Context: an optimization exercise on an open-source flow, tuned for small area, a short achievable clock period and few clock cycles per item. The choices shown serve that exercise and are no tape-out recipe.
In this exercise RTL edits were held to simulation tests only and were not proved equivalent to the original.
No activity file was given, so power comes from the tool's default toggle rates.

// ebpc_decoder
module ebpc_decoder
  (
   input logic                     clk_i,
   input logic                     rst_ni,
   input logic [DATA_W-1:0]        bpc_i,
   input logic                     bpc_last_i,
   input logic                     bpc_vld_i,
   output logic                    bpc_rdy_o,
   input logic [DATA_W-1:0]        znz_i,
   input logic                     znz_last_i,
   input logic                     znz_vld_i,
   output logic                    znz_rdy_o,
   input logic [LOG_MAX_WORDS-1:0] num_words_i,
   input logic                     num_words_vld_i,
   output logic                    num_words_rdy_o,
   output logic [DATA_W-1:0]       data_o,
   output logic                    last_o,
   output logic                    vld_o,
   input logic                     rdy_i
   );
For scale: roughly 1100 cells after synthesis, roughly 270 flip-flops.
==> flow/config.mk <==
export PLATFORM = sky130hd
export DESIGN_NAME = ebpc_decoder
export DESIGN_NICKNAME = ebpc_decoder
export VERILOG_FILES = /design/flow/design.v
export SDC_FILE = /design/flow/constraint.sdc
export NUM_CORES = 4
export LEC_CHECK = 0
export CAP_MARGIN = 20
export CORE_MARGIN = 2
export CORE_UTILIZATION = 40
export CTS_CLUSTER_DIAMETER = 120
export CTS_CLUSTER_SIZE = 25
export PLACE_DENSITY = 0.6
export SLEW_MARGIN = 20
==> flow/constraint.sdc <==
create_clock -name core_clock -period 12.0 [get_ports {clk_i}]
set_input_delay 2.4000 -clock core_clock [delete_from_list [all_inputs] [get_ports {clk_i}]]
set_output_delay 2.4000 -clock core_clock [all_outputs]
set_load 0.01 [all_outputs]
standard.sh (not shown) runs the stock make flow with config.mk's settings and CLKGATE_MAP_FILE= SYNTH_SCRIPT=/design/flow/synth_recipe.tcl, a recipe that flattens the netlist after the stock synthesis.
==> flow/flow/run.sh <==
#!/bin/bash
# Standard ORFS layout with timing repair aiming for extra setup slack and
# plain buffers on the ports (the clock period and constraints are unchanged).
set -euo pipefail
bash standard.sh SETUP_SLACK_MARGIN=8.4 'BUFFER_PORTS_ARGS=-buffer_cell sky130_fd_sc_hd__buf_2' finish > standard_flow.log 2>&1
The first run produced a clean layout.
Testbench counts at the start, summed over its fixed seeds: cycles 29,214, words 28,155.
==> next run, changes <==
--- a/flow/design.v
+++ b/flow/design.v
@@ -49,24 +49,24 @@
    input logic                     rdy_i
    );
   logic [23:0] cnt_q;
   logic        act_q, fin_q, nxt_q;
   logic [7:0]  z0_q, z1_q;
   logic        zv0_q, zv1_q;
   logic        zl0_q, zl1_q;
   logic [7:0]  zp_q;
   logic [3:0]  zc_q;
   logic        zrun_q;         
   logic        fv0_q, fv1_q, fn0_q, fn1_q, fe0_q, fe1_q;
-  logic [7:0]  od0_q, od1_q;
-  logic        ov0_q, ov1_q, ol0_q, ol1_q;
+  logic [7:0]  od0_q;
+  logic        ov0_q, ol0_q;
   logic [7:0]  b0_q, b1_q, b2_q;
   logic        bv0_q, bv1_q, bv2_q;
   logic        bl0_q, bl1_q, bl2_q;
   logic [7:0]  bp_q;
   logic        inbase_q;       
   logic [3:0]  k_q;            
   logic [6:0]  pl_q [8];       
   logic [7:0]  base_q;
   logic        dfull_q;        
   logic [7:0]  acc_q;
   logic [7:0]  row_q [7];
@@ -241,74 +241,62 @@
     v0 = zv0_q;
     if (znpop == 2'd1) begin
       z0_q <= z1_q;
       v0 = zv1_q;
     end else if (znpop == 2'd2)
       v0 = 1'b0;
     if (ztake) begin
       if (!v0) z0_q <= znz_i;
       else     z1_q <= znz_i;
     end
   end
-  logic emit, emit_nz, blk_end, opop;
-  assign emit    = fv0_q && (!fn0_q || ov_q) && !ov1_q;
+  logic emit, emit_nz, blk_end;
+  assign emit    = fv0_q && (!fn0_q || ov_q) && (!ov0_q || rdy_i);
   assign emit_nz = emit && fn0_q;
   assign blk_end = emit && fe0_q;
-  assign opop    = ov0_q && rdy_i;
   assign data_o = od0_q;
   assign last_o = ol0_q;
   assign vld_o  = ov0_q;
   always_ff @(posedge clk_i or negedge rst_ni) begin
     if (!rst_ni) begin
       {fv0_q, fv1_q} <= '0;
-      {ov0_q, ov1_q} <= '0;
+      ov0_q <= 1'b0;
     end else begin
       logic v0, v1;
       {v0, v1} = {fv0_q, fv1_q};
       if (emit)
         {v0, v1} = {fv1_q, 1'b0};
       if (zadv) begin
         if (!v0) v0 = 1'b1;
         else     v1 = 1'b1;
       end
       {fv0_q, fv1_q} <= {v0, v1};
-      {v0, v1} = {ov0_q, ov1_q};
-      if (opop)
-        {v0, v1} = {ov1_q, 1'b0};
-      if (emit) begin
-        if (!v0) v0 = 1'b1;
-        else     v1 = 1'b1;
-      end
-      {ov0_q, ov1_q} <= {v0, v1};
+      if (emit)
+        ov0_q <= 1'b1;
+      else if (rdy_i)
+        ov0_q <= 1'b0;
     end
   end
   always_ff @(posedge clk_i) begin
     logic v0;
     v0 = fv0_q;
     if (emit) begin
       {fn0_q, fe0_q} <= {fn1_q, fe1_q};
       v0 = fv1_q;
     end
     if (zadv) begin
       if (!v0) {fn0_q, fe0_q} <= {!zrun && zbit, fin_q};
       else     {fn1_q, fe1_q} <= {!zrun && zbit, fin_q};
     end
-    v0 = ov0_q;
-    if (opop) begin
-      {ol0_q, od0_q} <= {ol1_q, od1_q};
-      v0 = ov1_q;
-    end
-    if (emit) begin
-      if (!v0) {ol0_q, od0_q} <= {fe0_q, fn0_q ? acc_q : 8'd0};
-      else     {ol1_q, od1_q} <= {fe0_q, fn0_q ? acc_q : 8'd0};
-    end
+    if (emit)
+      {ol0_q, od0_q} <= {fe0_q, fn0_q ? acc_q : 8'd0};
   end
   logic [7:0]  win;
   assign win = window8(b0_q, b1_q, bp_q);
   logic c_raw, c_zero, c_run, c_ones, c_dbp, c_two, c_one;
   assign c_raw  = win[7];
   assign c_zero = win[7:6] == 2'b01;
   assign c_run  = win[7:5] == 3'b001;
   assign c_ones = win[7:3] == 5'b00000;
   assign c_dbp  = win[7:3] == 5'b00001;
   assign c_two  = win[7:3] == 5'b00010;
   assign c_one  = win[7:3] == 5'b00011;
@@ -412,23 +400,23 @@
         end else begin
           v2 = 1'b1; l2 = bpc_last_i;
         end
       end
       {bv0_q, bv1_q, bv2_q} <= {v0, v1, v2};
       {bl0_q, bl1_q, bl2_q} <= {l0, l1, l2};
       bp_q <= bpn;
       if (d_base)
         inbase_q <= 1'b0;
       if (d_end) begin
         inbase_q <= 1'b1;
-        dfull_q  <= 1'b1;
+        dfull_q  <= !ld_out;
       end else if (ld_out)
         dfull_q  <= 1'b0;
     end
   end
   always_ff @(posedge clk_i) begin
     logic [7:0] s0, s1, s2;
     logic       v0, v1;
     {s0, s1, s2} = {b0_q, b1_q, b2_q};
     {v0, v1} = {bv0_q, bv1_q};
     if (bnpop == 2'd1) begin
       {s0, s1} = {b1_q, b2_q};
@@ -448,23 +436,25 @@
       k_q    <= 4'd0;
     end
     if (d_sym) begin
       k_q  <= kn;
     end
     for (int i = 0; i < 8; i++)
       if (d_sym && k_q <= 4'(i))
         pl_q[i] <= newpl;
   end
   assign adv    = emit_nz;
   assign odone  = (adv && (om_q[7] || fe0_q)) || (blk_end && ov_q && !om_q[0]);
-  assign ld_out = dfull_q && (!ov_q || odone);
+  logic d_top;
+  assign d_top  = d_sym && (k_q == 4'd8);
+  assign ld_out = (dfull_q || d_top) && (!ov_q || odone);
   always_ff @(posedge clk_i or negedge rst_ni) begin
     if (!rst_ni)
       ov_q <= 1'b0;
     else if (ld_out)
       ov_q <= 1'b1;
     else if (odone)
       ov_q <= 1'b0;
   end
   logic [7:0] dsel;
   always_comb begin
     dsel = '0;
Sequential power drops by 28%.
Cell count drops by 1.3%.
Design area drops by 0.56%.
Utilization hardly moves.
Via count drops by about 1.6%.
Combinational power drops by about 55%.
Worst setup slack gets worse by 63 ps.
Synthesized area drops by 1.2%.
Die area drops by about 1.1%.
Clock-buffer cell count does not change.
Power drops by 36%.
Sequential share of layout area drops by 1.2 points.
Fmax drops by 1.8%.
Global-route usage climbs by 0.10 points.
Testbench counts after the change, summed over its fixed seeds: cycles 29,134, words 28,155.

what the ideal ports hide:
The flow's constraints put no driver on any port. The routed layouts listed below were extracted and timed again, unchanged, in two steps. Step 1, drivers: a clkbuf_16 drives clk_i and a buf_2 each remaining input, both assumed. Step 2 moves the port delays by t, midway between the first and last clock arrival at a register: inputs arrive t later, outputs are due t later. That takes back most of the time a late clock gives input paths. a / b / c = ideal / step 1 / step 2; a / b = the first two.
| run | t (ns) | setup WS [ns] | worst hold slack (ns) | worst data-port slew with drivers (ns) | cell pins on the clock port's net |
|---|---|---|---|---|---|
| the first run | 0.532 | 8.504 / 8.460 / 8.078 | 0.419 / 0.419 / 0.419 | 0.03 | 1 |
| the second run | 0.525 | 8.441 / 8.430 / 7.943 | 0.427 / 0.427 / 0.427 | 0.03 | 1 |
After both steps setup and hold are still met in every run listed. For the second run, which loses most, drivers alone change the setup slack by -0.011 ns; drivers and shift together by -0.498 ns.
